This is an optimization exercise on Yosys and OpenROAD, whose aim is small area, not a production implementation.
The RTL was checked by simulation tests, not by an equivalence proof against the original design.
Power is estimated from default activity; no workload was simulated.

// Main
module Main(clk, vga_h_sync, vga_v_sync, vga_R, vga_G, vga_B, right, left, reset, start);
Settings: LEC_CHECK=0, ABC_AREA=1, CAP_MARGIN=0, CORE_MARGIN=2, CORE_UTILIZATION=40, PLACE_DENSITY=0.6, SLEW_MARGIN=0; clock period 10.0 ns.
standard.sh (not shown) runs the stock make flow with config.mk's settings and CLKGATE_MAP_FILE= SYNTH_SCRIPT=/design/flow/synth_recipe.tcl, a recipe that flattens the netlist after the stock synthesis.
==> flow/flow/run.sh <==
#!/bin/bash
# Layout flow: the standard flow (standard.sh) with these changes:
#  - synthesis: the logic is mapped with ABC's area-oriented mapper
#    (flow/abc_map.script) in place of ORFS's abc_area.script, and Yosys's
#    extract_fa (full/half adder extraction) is skipped; registers are made
#    exactly as in the standard synthesis;
#  - the port buffers are the smallest buffer;
#  - the clock tree is built from small clock buffers without dummy loads.
set -euo pipefail
HERE=$(pwd)
{
  cat <<EOT
proc abc {args} {
  set i [lsearch -exact \$args -script]
  if {\$i >= 0} { lset args [expr {\$i + 1}] $HERE/flow/abc_map.script }
  yosys abc {*}\$args
}
proc extract_fa {args} { puts "extract_fa skipped" }
EOT
  cat synth_recipe.tcl
} > my_synth.tcl
bash standard.sh SYNTH_SCRIPT=$HERE/my_synth.tcl synth > synth.log 2>&1
bash standard.sh "BUFFER_PORTS_ARGS=-buffer_cell sky130_fd_sc_hd__buf_1" \
  "CTS_ARGS=-sink_clustering_enable -repair_clock_nets -buf_list sky130_fd_sc_hd__clkbuf_8 -root_buf sky130_fd_sc_hd__clkbuf_8 -dont_use_dummy_load" \
  finish > layout.log 2>&1
==> flow/flow/abc_map.script <==
strash
dc2
dch
amap
topo
==> next run, changes <==
Settings changed: CAP_MARGIN 0 to 20, SLEW_MARGIN 0 to 20.
After rerunning:
- final cell count is unchanged
- total power does not change
- count of clock-buffer cells in the layout stays the same
- via count does not change
- setup slack is unchanged
- routed wire length is unchanged
- synthesized area stays the same
- die area does not change
- fmax does not change
- cell area does not change
==> next run, changes <==
--- a/flow/flow/run.sh
+++ b/flow/flow/run.sh
@@ -24 +24 @@
-  "CTS_ARGS=-sink_clustering_enable -repair_clock_nets -buf_list sky130_fd_sc_hd__clkbuf_8 -root_buf sky130_fd_sc_hd__clkbuf_8 -dont_use_dummy_load" \
+  "CTS_ARGS=-repair_clock_nets -buf_list sky130_fd_sc_hd__clkbuf_8 -root_buf sky130_fd_sc_hd__clkbuf_8 -dont_use_dummy_load" \
Result: First-iteration DRC count does not change. Power is unchanged. Global-route usage is unchanged. Wire length stays the same. Die area stays the same. Synthesized cell count does not change. Worst hold slack stays the same. Fmax does not change.

--- another note on this design; it stands on its own ---

==> v38 <==
==> flow/design.v (excerpt) <==
module Main(clk, vga_h_sync, vga_v_sync, vga_R, vga_G, vga_B, right, left, reset, start);
clock: 10.0 ns
lec_check: 0
abc_area: 1
cap_margin: 20
core_margin: 2
core_utilization: 55
place_density: 0.7
slew_margin: 20
standard.sh (not shown) runs the stock make flow with config.mk's settings and CLKGATE_MAP_FILE= SYNTH_SCRIPT=/design/flow/synth_recipe.tcl, a recipe that flattens the netlist after the stock synthesis.
==> flow/flow/run.sh <==
#!/bin/bash
# Layout flow: the standard flow (standard.sh) with these changes:
#  - synthesis: the logic is mapped with ABC's area-oriented mapper
#    (flow/abc_map.script) in place of ORFS's abc_area.script, and Yosys's
#    extract_fa (full/half adder extraction) is skipped; registers are made
#    exactly as in the standard synthesis;
#  - the port buffers are the smallest buffer;
#  - the clock tree is built from small clock buffers without dummy loads.
set -euo pipefail
HERE=$(pwd)
{
  cat <<EOT
proc abc {args} {
  set i [lsearch -exact \$args -script]
  if {\$i >= 0} { lset args [expr {\$i + 1}] $HERE/flow/abc_map.script }
  yosys abc {*}\$args
}
proc extract_fa {args} { puts "extract_fa skipped" }
EOT
  cat synth_recipe.tcl
} > my_synth.tcl
bash standard.sh SYNTH_SCRIPT=$HERE/my_synth.tcl synth > synth.log 2>&1
bash standard.sh "BUFFER_PORTS_ARGS=-buffer_cell sky130_fd_sc_hd__buf_1" \
  "CTS_ARGS=-sink_clustering_enable -repair_clock_nets -buf_list sky130_fd_sc_hd__clkbuf_8 -root_buf sky130_fd_sc_hd__clkbuf_8 -dont_use_dummy_load" \
  finish > layout.log 2>&1
==> flow/flow/abc_map.script <==
strash
dc2
dch
amap
topo
==> inputs of v22, as changes to v38 <==
CAP_MARGIN = 0   (was 20)
CORE_UTILIZATION = 65   (was 55)
PLACE_DENSITY = 0.75   (was 0.7)
SLEW_MARGIN = 0   (was 20)
==> flow_metrics.tcl <==
set metrics [dict create \
    grtUsageMet2_pct 66.58 \
    status "no timing/DRC/antenna violations" \
    power.density_nw_per_um2 88.75 \
    dieArea_um2 11340 \
    grt_use_met1_pct 53.65 \
    syn_to_final_growth_pct 6.453 \
    grt_pass1_vias 7178 \
    pre_cts_slack_ns 4.303 \
    dr.pass1.iters 8 \
    drive_above_1_share_pct 1.567 \
    seq_power_w 0.000302 \
]
# the run above: v38

==> flow_metrics.tcl <==
set metrics [dict create \
    pre_cts_slack_ns 4.267 \
    syn_to_final_growth_pct 5.587 \
    drive_above_1_share_pct 1.361 \
    status "no timing/DRC/antenna violations" \
    grt_pass1_vias 7173 \
    seq_power_w 0.000301 \
    hold_viol 0 \
    multi_input_area_um2 3850 \
    min_from "R" \
    fmax_mhz 163.5 \
    grt_use_met1_pct 57.34 \
    detail_route.wl_per_cell_um 21.21 \
    viasPerCell 7.301 \
    buffers 13 \
    power.density_nw_per_um2 89.17 \
    cts_resized 0 \
    dieArea_um2 9660 \
    clock_latency_ns 0.38 \
    seq_area_um2 1481 \
]
# the run above: v22

-- separate check: timing with driven ports --
In the flow no input, the clock included, has a driving cell. The finished layouts below were timed again as built, in two steps.
Step 1 assumes that a clkbuf_16 drives the clock port and a buf_2 every other input.
Step 2 also shifts input and output timing later by t, the mid clock arrival at the registers, as if the neighbouring blocks saw the same clock.
Three values: no drivers, after step 1, after step 2; two values: the first two.
run | shift t [ns] | slack for setup (ns) | worst register clock-pin slew, ns | worst data-port slew with drivers (ns) | pins driven straight from the clock port
the first run of note 1 | 0.411 | 4.238 / 4.238 / 4.238 | 0.09 / 0.09 | 0.03 | 1
the second run of note 1 | 0.411 | 4.238 / 4.238 / 4.238 | 0.09 / 0.09 | 0.03 | 1
the third run of note 1 | 0.411 | 4.238 / 4.238 / 4.238 | 0.09 / 0.09 | 0.03 | 1
v38 | 0.392 | 3.874 / 3.874 / 3.874 | 0.09 / 0.09 | 0.03 | 1
v22 | 0.398 | 3.884 / 3.884 / 3.884 | 0.09 / 0.09 | 0.03 | 1
After both steps every run listed still meets setup and hold.
